Source: an optimization exercise on an open RTL-to-GDS flow (aim: small area and a short achievable clock period). Production flows keep margins and buffers that such runs may drop.
For this run, only the layout was checked, not whether the RTL still works.

--- flow/config.mk ---
export PLATFORM = sky130hd
export DESIGN_NAME = CPU
export DESIGN_NICKNAME = CPU
export VERILOG_FILES = /design/flow/design.v
export SDC_FILE = /design/flow/constraint.sdc
export NUM_CORES = 8
export LEC_CHECK = 0
export CAP_MARGIN = 20
export CORE_MARGIN = 2
export CORE_UTILIZATION = 40
export SLEW_MARGIN = 20
--- flow/constraint.sdc ---
create_clock -name core_clock -period 16.0 [get_ports {clk}]
set_input_delay 3.2000 -clock core_clock [delete_from_list [all_inputs] [get_ports {clk}]]
set_output_delay 3.2000 -clock core_clock [all_outputs]
set_load 0.01 [all_outputs]
--- flow/design.v ---
module CPU (
    input  logic        clk,
    input  logic        rst_n,
    output logic [31:0] pc_out,
    input  logic [31:0] instr_in,
    input  logic        wait_imem,
    output logic [31:0] data_addr,
    output logic [31:0] data_in,
    input  logic [31:0] data_out,
    output logic [3:0]  data_strb,
    output logic        data_read,
    output logic        data_write,
    input  logic        wait_dmem
);
    logic [31:2] pc;
    logic        d_valid;
    logic [31:0] d_instr;
    logic [31:2] d_pc;
    logic        e_valid;
    logic [31:0] e_a, e_b, e_imm;
    logic [1:0]  e_fa, e_fb;           
    logic        e_useimm;
    logic        e_add, e_sub, e_sll, e_srl, e_sra, e_slt, e_sltu, e_xor, e_or, e_and, e_passb;
    logic        e_mul;
    logic [1:0]  e_mulop;
    logic        e_load, e_store, e_branch, e_jalr;
    logic [2:0]  e_f3;
    logic        e_regwrite;           
    logic [4:0]  e_rd;
    logic        e_pred;
    logic [3:0]  e_bidx;
    logic [1:0]  e_bctr;
    logic [1:0]  mcnt;
    logic        mprev;
    logic [33:0] mhi;
    logic [31:0] m_result, m_sdata;
    logic [3:0]  m_strb;
    logic        m_read, m_write, m_regwrite;
    logic [4:0]  m_rd;
    logic [2:0]  m_f3;
    logic [31:0] w_data;
    logic [4:0]  w_rd;
    logic        w_regwrite;
    logic [31:0] rf [1:31];
    logic [1:0]  bht [0:15];
    logic freeze;         
    logic ex_hold;        
    logic load_use;       
    logic id_stall;
    logic ex_redirect, id_redirect;
    logic [31:2] ex_target, id_target;
    assign freeze = wait_dmem & (m_read | m_write);
    assign pc_out = {pc, 2'b00};
    always_ff @(posedge clk or negedge rst_n) begin
        if (!rst_n) begin
            pc <= 30'd0;
        end else if (!freeze) begin
            if (ex_redirect)      pc <= ex_target;
            else if (id_stall)    pc <= pc;
            else if (id_redirect) pc <= id_target;
            else if (!wait_imem)  pc <= pc + 30'd1;
        end
    end
    always_ff @(posedge clk or negedge rst_n) begin
        if (!rst_n) begin
            d_valid <= 1'b0;
        end else if (!freeze) begin
            if (ex_redirect | id_redirect) d_valid <= 1'b0;
            else if (!id_stall)            d_valid <= !wait_imem;
        end
    end
    always_ff @(posedge clk) begin
        if (!freeze && !id_stall) begin
            d_instr <= instr_in;
            d_pc    <= pc;
        end
    end
    logic [4:0] op;
    logic [2:0] f3;
    logic [4:0] rs1, rs2, rd;
    assign op  = d_instr[6:2];
    assign f3  = d_instr[14:12];
    assign rd  = d_instr[11:7];
    assign rs1 = d_instr[19:15];
    assign rs2 = d_instr[24:20];
    logic is_lui, is_auipc, is_jal, is_jalr, is_branch, is_load, is_store, is_opimm, is_op;
    assign is_lui    = (op == 5'b01101);
    assign is_auipc  = (op == 5'b00101);
    assign is_jal    = (op == 5'b11011);
    assign is_jalr   = (op == 5'b11001);
    assign is_branch = (op == 5'b11000);
    assign is_load   = (op == 5'b00000);
    assign is_store  = (op == 5'b01000);
    assign is_opimm  = (op == 5'b00100);
    assign is_op     = (op == 5'b01100);
    logic is_mul;
    assign is_mul = is_op & d_instr[25];
    logic use_rs1, use_rs2, writes_rd;
    assign use_rs1   = is_jalr | is_branch | is_load | is_store | is_opimm | is_op;
    assign use_rs2   = is_branch | is_store | is_op;
    assign writes_rd = (is_lui | is_auipc | is_jal | is_jalr | is_load | is_opimm | is_op) & (rd != 5'd0);
    logic [31:0] imm_i, imm_s, imm_b, imm_u, imm_j;
    assign imm_i = {{20{d_instr[31]}}, d_instr[31:20]};
    assign imm_s = {{20{d_instr[31]}}, d_instr[31:25], d_instr[11:7]};
    assign imm_b = {{20{d_instr[31]}}, d_instr[7], d_instr[30:25], d_instr[11:8], 1'b0};
    assign imm_u = {d_instr[31:12], 12'b0};
    assign imm_j = {{12{d_instr[31]}}, d_instr[19:12], d_instr[20], d_instr[30:21], 1'b0};
    logic [31:0] pc_imm;
    logic [31:0] imm_pc;
    assign imm_pc = is_branch ? imm_b : is_jal ? imm_j : imm_u;
    assign pc_imm = {d_pc, 2'b00} + imm_pc;
    logic [31:2] pc_plus4;
    assign pc_plus4 = d_pc + 30'd1;
    logic [31:0] rf1, rf2, rv1, rv2;
    assign rf1 = (rs1 == 5'd0) ? 32'd0 : rf[rs1];
    assign rf2 = (rs2 == 5'd0) ? 32'd0 : rf[rs2];
    assign rv1 = (w_regwrite && w_rd == rs1) ? w_data : rf1;
    assign rv2 = (w_regwrite && w_rd == rs2) ? w_data : rf2;
    logic [1:0] bctr;
    logic       pred;
    assign bctr = bht[d_pc[5:2]];
    assign pred = bctr[1];
    assign load_use = d_valid & e_valid & e_load & e_regwrite &
                      ((use_rs1 & (e_rd == rs1)) | (use_rs2 & (e_rd == rs2)));
    assign id_stall = ex_hold | load_use;
    assign id_redirect = d_valid & !id_stall & !ex_redirect & (is_jal | (is_branch & pred));
    assign id_target   = pc_imm[31:2];
    logic dec_add, dec_sub, dec_sll, dec_srl, dec_sra, dec_slt, dec_sltu, dec_xor, dec_or, dec_and, dec_passb;
    always_comb begin
        dec_add = 1'b0; dec_sub = 1'b0; dec_sll = 1'b0; dec_srl = 1'b0; dec_sra = 1'b0;
        dec_slt = 1'b0; dec_sltu = 1'b0; dec_xor = 1'b0; dec_or = 1'b0; dec_and = 1'b0;
        dec_passb = is_lui | is_auipc | is_jal | is_jalr;
        if (is_load | is_store) dec_add = 1'b1;
        if ((is_opimm | is_op) & !is_mul) begin
            case (f3)
                3'b000: if (is_op & d_instr[30]) dec_sub = 1'b1; else dec_add = 1'b1;
                3'b001: dec_sll = 1'b1;
                3'b010: dec_slt = 1'b1;
                3'b011: dec_sltu = 1'b1;
                3'b100: dec_xor = 1'b1;
                3'b101: if (d_instr[30]) dec_sra = 1'b1; else dec_srl = 1'b1;
                3'b110: dec_or = 1'b1;
                3'b111: dec_and = 1'b1;
            endcase
        end
    end
    logic [1:0] fa_n, fb_n;
    assign fa_n[0] = e_valid & e_regwrite & (e_rd == rs1);
    assign fa_n[1] = !fa_n[0] & m_regwrite & (m_rd == rs1);
    assign fb_n[0] = use_rs2 & e_valid & e_regwrite & (e_rd == rs2);
    assign fb_n[1] = use_rs2 & !fb_n[0] & m_regwrite & (m_rd == rs2);
    logic [31:0] b_id;
    always_comb begin
        if (is_lui)                b_id = imm_u;
        else if (is_auipc)         b_id = pc_imm;
        else if (is_jal | is_jalr) b_id = {pc_plus4, 2'b00};
        else                       b_id = rv2;
    end
    logic [31:0] imm_id;
    always_comb begin
        if (is_branch)     imm_id = pred ? {pc_plus4, 2'b00} : pc_imm;
        else if (is_store) imm_id = imm_s;
        else               imm_id = imm_i;
    end
    logic [31:0] a, b, opb;
    assign a = e_fa[0] ? m_result : e_fa[1] ? w_data : e_a;
    assign b = e_fb[0] ? m_result : e_fb[1] ? w_data : e_b;
    assign opb = e_useimm ? e_imm : b;
    logic [32:0] sum;
    logic        subtract;
    assign subtract = e_sub | e_slt | e_sltu | e_branch;
    assign sum = {1'b0, a} + {1'b0, subtract ? ~opb : opb} + {32'd0, subtract};
    logic ltu, lt, eq;
    assign ltu = !sum[32];
    assign lt  = (a[31] ^ opb[31]) ? a[31] : sum[31];
    assign eq  = (a == b);
    logic [31:0] sh_in, sh_out, sh_rev;
    logic [4:0]  shamt;
    assign shamt = opb[4:0];
    always_comb begin
        for (int i = 0; i < 32; i++) sh_rev[i] = a[31 - i];
    end
    assign sh_in = e_sll ? sh_rev : a;
    logic [32:0] sh_tmp;
    assign sh_tmp = $signed({e_sra & a[31], sh_in}) >>> shamt;
    always_comb begin
        for (int i = 0; i < 32; i++) sh_out[i] = e_sll ? sh_tmp[31 - i] : sh_tmp[i];
    end
    logic        mlast;
    logic        msigned_a, munsigned_b;
    logic [32:0] mm;                 
    logic [8:0]  mbits;              
    logic [41:0] msum;
    assign mlast       = (mcnt == 2'd3);
    assign msigned_a   = (e_mulop != 2'b11);
    assign munsigned_b = e_mulop[1];
    assign mm    = {msigned_a & a[31], a};
    assign mbits = {b[7:0], (mcnt == 2'd0) ? 1'b0 : mprev};
    logic [41:0] pp [0:3];
    logic [3:0]  pneg;
    always_comb begin
        for (int j = 0; j < 4; j++) begin
            logic b0, b1, b2;
            logic [33:0] sel;
            b0 = mbits[2*j];
            b1 = mbits[2*j+1];
            b2 = mbits[2*j+2];
            if (b0 ^ b1)               sel = {mm[32], mm};
            else if (b2 != b1)         sel = {mm, 1'b0};
            else                       sel = 34'd0;
            pneg[j] = b2 & !(b1 & b0);
            pp[j] = {{8{sel[33] ^ pneg[j]}}, sel ^ {34{pneg[j]}}} << (2 * j);
        end
    end
    logic [41:0] mcorr;
    assign mcorr = (mlast & munsigned_b & b[7]) ? {{1{mm[32]}}, mm, 8'd0} : 42'd0;
    logic [33:0] mhi0;
    assign mhi0 = (mcnt == 2'd0) ? 34'd0 : mhi;
    assign msum = {{8{mhi0[33]}}, mhi0} + pp[0] + pp[1] + pp[2] + pp[3] + mcorr
                + {35'd0, pneg[3], 1'b0, pneg[2], 1'b0, pneg[1], 1'b0, pneg[0]};
    logic [31:0] mul_res;
    assign mul_res = (e_mulop == 2'b00) ? {msum[7:0], b[31:8]} : msum[39:8];
    assign ex_hold = e_valid & e_mul & !mlast;
    logic [31:0] ex_res;
    assign ex_res = ({32{e_add | e_sub}} & sum[31:0])
                  | ({32{e_sll | e_srl | e_sra}} & sh_out)
                  | ({32{e_slt}}  & {31'd0, lt})
                  | ({32{e_sltu}} & {31'd0, ltu})
                  | ({32{e_xor}}  & (a ^ opb))
                  | ({32{e_or}}   & (a | opb))
                  | ({32{e_and}}  & (a & opb))
                  | ({32{e_passb}} & e_b)
                  | ({32{e_mul}}  & mul_res);
    logic taken;
    always_comb begin
        case (e_f3)
            3'b000:  taken = eq;
            3'b001:  taken = !eq;
            3'b100:  taken = lt;
            3'b101:  taken = !lt;
            3'b110:  taken = ltu;
            default: taken = !ltu;
        endcase
    end
    assign ex_redirect = e_valid & (e_jalr | (e_branch & (taken != e_pred)));
    assign ex_target   = e_jalr ? sum[31:2] : e_imm[31:2];
    logic [31:0] sdata;
    logic [3:0]  strb;
    always_comb begin
        case (e_f3[1:0])
            2'b00:   begin sdata = {4{b[7:0]}};  strb = 4'b0001 << sum[1:0]; end
            2'b01:   begin sdata = {2{b[15:0]}}; strb = sum[1] ? 4'b1100 : 4'b0011; end
            default: begin sdata = b;            strb = 4'b1111; end
        endcase
    end
    logic ex_load_id;    
    assign ex_load_id = !freeze & !ex_hold;
    always_ff @(posedge clk or negedge rst_n) begin
        if (!rst_n) begin
            e_valid <= 1'b0;
            mcnt    <= 2'd0;
        end else begin
            if (ex_load_id) e_valid <= d_valid & !ex_redirect & !load_use;
            if (!freeze && e_valid && e_mul) mcnt <= mcnt + 2'd1;
        end
    end
    always_ff @(posedge clk) begin
        if (ex_load_id) begin
            e_a      <= rv1;
            e_b      <= b_id;
            e_imm    <= imm_id;
            e_fa     <= fa_n & {2{use_rs1}};
            e_fb     <= fb_n;
            e_useimm <= is_opimm | is_load | is_store | is_jalr;
            e_add    <= dec_add;  e_sub  <= dec_sub;  e_sll  <= dec_sll;  e_srl <= dec_srl;
            e_sra    <= dec_sra;  e_slt  <= dec_slt;  e_sltu <= dec_sltu; e_xor <= dec_xor;
            e_or     <= dec_or;   e_and  <= dec_and;  e_passb <= dec_passb;
            e_mul    <= is_mul;
            e_mulop  <= f3[1:0];
            e_load   <= is_load;
            e_store  <= is_store;
            e_branch <= is_branch;
            e_jalr   <= is_jalr;
            e_f3     <= f3;
            e_regwrite <= writes_rd;
            e_rd     <= rd;
            e_pred   <= pred;
            e_bidx   <= d_pc[5:2];
            e_bctr   <= bctr;
        end else begin
            e_a  <= a;
            e_b  <= (!freeze && e_mul) ? {msum[7:0], b[31:8]} : b;
            e_fa <= 2'b00;
            e_fb <= 2'b00;
        end
    end
    always_ff @(posedge clk) begin
        if (!freeze && e_mul) begin
            mhi   <= msum[41:8];
            mprev <= b[7];
        end
    end
    always_ff @(posedge clk or negedge rst_n) begin
        if (!rst_n) begin
            for (int i = 0; i < 16; i++) bht[i] <= 2'b10;
        end else if (!freeze && e_valid && e_branch) begin
            if (taken) bht[e_bidx] <= (e_bctr == 2'b11) ? 2'b11 : e_bctr + 2'b01;
            else       bht[e_bidx] <= (e_bctr == 2'b00) ? 2'b00 : e_bctr - 2'b01;
        end
    end
    logic e_done;
    assign e_done = e_valid & !ex_hold;
    always_ff @(posedge clk or negedge rst_n) begin
        if (!rst_n) begin
            m_read     <= 1'b0;
            m_write    <= 1'b0;
            m_regwrite <= 1'b0;
        end else if (!freeze) begin
            m_read     <= e_done & e_load;
            m_write    <= e_done & e_store;
            m_regwrite <= e_done & e_regwrite;
        end
    end
    always_ff @(posedge clk) begin
        if (!freeze) begin
            m_result <= ex_res;
            m_sdata  <= sdata;
            m_strb   <= strb;
            m_rd     <= e_rd;
            m_f3     <= e_f3;
        end
    end
    assign data_addr  = m_result;
    assign data_in    = m_sdata;
    assign data_strb  = m_strb;
    assign data_read  = m_read;
    assign data_write = m_write;
    logic [31:0] ld_sh, ld_val, mem_res;
    assign ld_sh = data_out >> {m_result[1:0], 3'b000};
    always_comb begin
        case (m_f3[1:0])
            2'b00:   ld_val = {{24{ld_sh[7]  & !m_f3[2]}}, ld_sh[7:0]};
            2'b01:   ld_val = {{16{ld_sh[15] & !m_f3[2]}}, ld_sh[15:0]};
            default: ld_val = data_out;
        endcase
    end
    assign mem_res = m_read ? ld_val : m_result;
    always_ff @(posedge clk or negedge rst_n) begin
        if (!rst_n) w_regwrite <= 1'b0;
        else        w_regwrite <= m_regwrite & !freeze;
    end
    always_ff @(posedge clk) begin
        w_data <= mem_res;
        w_rd   <= m_rd;
    end
    always_ff @(posedge clk) begin
        if (w_regwrite) rf[w_rd] <= w_data;
    end
endmodule
--- flow/run.sh ---
#!/bin/bash
# synth_recipe.tcl (not shown) runs the flow's synth.tcl, then flattens the netlist and writes it again
# the make line also repeats each setting of config.mk as NAME=value (left out here)
make -C /OpenROAD-flow-scripts/flow DESIGN_CONFIG=/design/flow/config.mk WORK_HOME=/design/flow/orfs CLKGATE_MAP_FILE= SYNTH_SCRIPT=/design/flow/synth_recipe.tcl finish
==> out/metrics.cfg <==
[floorplan]
ios=170
die_y_um=462.5
die_x_um=462.5
dieArea_um2=213900
start_util=0.4017
core_area_um2=209400
rows=168

[route]
wl_per_cell_um=34.21
route.detailed.drc=0
num_vias=61010
ant_nets=0
firstDrtPassIters=6
drtIter0Drc=9201
vias_per_cell=6.401
wirelength_mm=326.1

[clocking]
clockBufferDepth=3
clkSinkCount=1412
cts_setup_buffers=0
cts_htree_levels=4
root_buffer=clkbuf_16
clkTransAtPathRegs_ns=0.06
cts_hold_buf=0
clkLatencyLatePin_ns=0.84
cts_resized=0
cts_tree=built
cts_buffers=154

[worst_setup_path]
rrSetupSlack_ns=6.00
end_kind=flop
timing.rr.start=e_fb[1]
startpoint_type=flop
arrival_ns=10.66
path_max_fanout=32
rr_endpoint=m_result[21]
ff2ff_path_depth=27
required_ns=16.66
path_class=flop to flop

[logic_synthesis]
synth_cells=6528
synth_area_per_cell_um2=12.88
async_flop_share=0.04958
synthFlopType=edfxtp_1
synthDistinctLibCells=93
ys_ff_latch=1412
yosysWarnings=3
ys_seq_area_frac=0.4865
synthesis.area_um2=84100
synth-edff-count=1227

[hold_path]
min_path_cells=0
min_to=w_rd[1]
hp-class=flop to flop
hold_path_startpoint=m_rd[1]

[final_layout]
final_cells=9532
layout-drive-gt1-share=0.1890
final_area_um2=94800
nNetsFinal=6990
final_util=0.4528
area_delta_synth_final_pct=12.72

[timing]
min_period_over_period=0.6247
fin_crit_ns=9.995
fin_setup_tns_ns=0
finClkSkew_ns=0.05372
hold_violations=0
rsz0062_at_grt=false
max_slew_margin=0.1601
tightest_slew_ns=1.251
fin_ws_ns=6.005
max_freq_mhz=100.0
finalSetupViolCount=0
fin_hold_ws_ns=0.4249
finalMaxSlewViolations=0

[global_route]
antenna_found_initial=25
grt_pass1_vias=59100
overflow=0
grt.total_usage=0.2985
grt_pass1_wl_mm=454.9
grt_max_degree=108

[placed_design]
gp_congestion=1.045
hpwl_mm=215.5
pre_cts_slack_ns=6.471
port-buffer-count=165
dp_cells=9241
dpl-instance-area_um2=89590

[flow_run]
drv_cap=0

[outcome]
status=complete, no violations

==> worst max-delay path, cell delays in order, from the launching register on <==
cell	delay, ns
dfxtp_2	0.31
buf_4	0.42
mux2i_1	0.24
o21a_1	0.55
clkinv_1	0.72
xnor2_1	0.41
nor2b_4	0.86
a22oi_1	0.20
xnor2_1	0.20
fa_1	0.57
inv_1	0.06
fa_1	0.48
inv_1	0.05
fa_1	0.47
ha_1	0.34
a21o_1	0.19
a21oi_1	0.25
o21bai_1	0.16
a21oi_1	0.32
o21ai_0	0.22
nor3b_1	0.21
o21ai_0	0.59
a31oi_1	0.17
nor2_1	0.29
o21a_1	0.19
o21ai_0	0.12
xor2_1	0.84
a221o_1	0.30
==> synthesized netlist by cell type (all sizes together), types with 148 or more instances <==
library cell,n,area share
edfxtp,1227,0.44
mux4,579,0.16
nor2,454,0.020
nand2,440,0.020
a21oi,363,0.022
o21ai,363,0.022
clkbuf,359,0.016
inv,293,0.013
xnor2,291,0.030
mux2i,285,0.035
ha,182,0.027
a22oi,157,0.014
fa,148,0.035
==> cells by family (layout without fill, tap and decap cells) <==
| logic type | after synthesis | in the layout | synth area share |
|---|---|---|---|
| buf+inv | 785 | 975 | 0.03597 |
| compound gates | 1403 | 1403 | 0.1064 |
| fa+ha+maj | 332 | 332 | 0.06254 |
| xor+xnor | 381 | 381 | 0.03968 |
| flops | 1412 | 1412 | 0.4865 |
| mux | 965 | 965 | 0.2032 |
| other cells | 1 | 10 | 0.00004459 |
| simple gates | 1249 | 1249 | 0.06568 |
==> registers in the layout (all words and copies together) (netlist names), 2 cells and up, named ones only <==
| signal | cells |
|---|---|
| bht | 32 |
| d_instr | 30 |
| d_pc | 30 |
| e_a | 32 |
| e_b | 32 |
| e_bctr | 2 |
| e_bidx | 4 |
| e_f3 | 2 |
| e_fa | 2 |
| e_fb | 2 |
| e_imm | 32 |
| e_rd | 5 |
| m_f3 | 3 |
| m_rd | 5 |
| m_result | 32 |
| m_sdata | 32 |
| m_strb | 4 |
| mcnt | 2 |
| mhi | 34 |
| pc | 30 |
| rf | 992 |
| w_data | 32 |
| w_rd | 5 |
==> cell usage in the layout (no fill, tap or decap), types with 36 or more instances in the layout <==
cell type / synthesis / final
a211oi_1: 135 / 135
a21o_1: 76 / 76
a21oi_1: 362 / 362
a22oi_1: 157 / 157
buf_4: 7 / 225
clkbuf_16: 0 / 157
clkdlybuf4s50_1: 0 / 164
dfrtp_1: 54 / 53
dfxtp_1: 115 / 95
edfxtp_1: 1227 / 1227
fa_1: 148 / 148
ha_1: 182 / 180
inv_1: 288 / 287
mux2_2: 99 / 99
mux2i_1: 278 / 276
mux4_2: 579 / 579
nand2_1: 440 / 439
nand3_1: 58 / 58
nor2_1: 454 / 417
nor2_4: 0 / 36
nor2b_1: 64 / 59
nor3_1: 46 / 46
o211ai_1: 67 / 67
o21a_1: 37 / 37
o21ai_0: 339 / 319
o21ai_1: 23 / 39
xnor2_1: 291 / 289
xor2_1: 90 / 90
==> worst max-delay path by stage <==
stage / to / slack, ns / depth (start not counted) / start
finish: m_result[21] / 6.00 / 27 / e_fb[1]
global route: m_result[25] / 5.79 / 27 / e_fb[1]
CTS: m_result[25] / 6.38 / 27 / e_fb[1]
detailed placement: m_result[25] / 6.47 / 27 / e_fb[1]
global placement: m_result[25] / 6.48 / 27 / e_fb[1]
floorplan: flop / 6.36 / 6 / wait_dmem
==> cell type report <==
class,instances,area (µm²)
antenna,8,20.02
clock buffer,194,4098
clock inverter,89,1077
fill,18930,114600
inverter,298,1126
multi-input combinational,4332,40580
sequential,1412,40970
tap,2805,3510
timing repair buffer,394,3422
==> routing by layer <==
metal,vias up,global-route usage,part of all wire,routed length [µm]
met2,3888,0.4503,0.44,144800
met5,-,0,0.00032,105
li1,25110,-,-,-
met3,818,0.07888,0.11,37050
met1,31190,0.3929,0.38,123300
met4,14,0.1630,0.064,20770

[separate check: timing with driven ports]
Ports are ideal in the flow. The routed layout listed here was re-timed in OpenROAD.
Step 1 (the two cells are an assumption about what drives the block):
set clk [get_ports {clk}]
set_driving_cell -lib_cell sky130_fd_sc_hd__clkbuf_16 $clk
set_driving_cell -lib_cell sky130_fd_sc_hd__buf_2 [delete_from_list [all_inputs] $clk]
Step 2 also shifts input and output timing later by t, the mid clock arrival at the registers, as if the neighbouring blocks saw the same clock.
Slacks: no drivers / after step 1 / after step 2; pairs: no drivers / after step 1.
t, ns: 0.897
slack for setup (ns): 6.005 / 6.005 / 6.005
hold slack, ns: 0.425 / 0.425 / 0.425
latest minus earliest clock arrival (ns): 0.054 / 0.054
pins driven straight from the clock port: 1
After both steps this run still meets setup and hold. For this run, drivers alone change the setup slack by 0.000 ns; drivers and shift together by 0.000 ns.
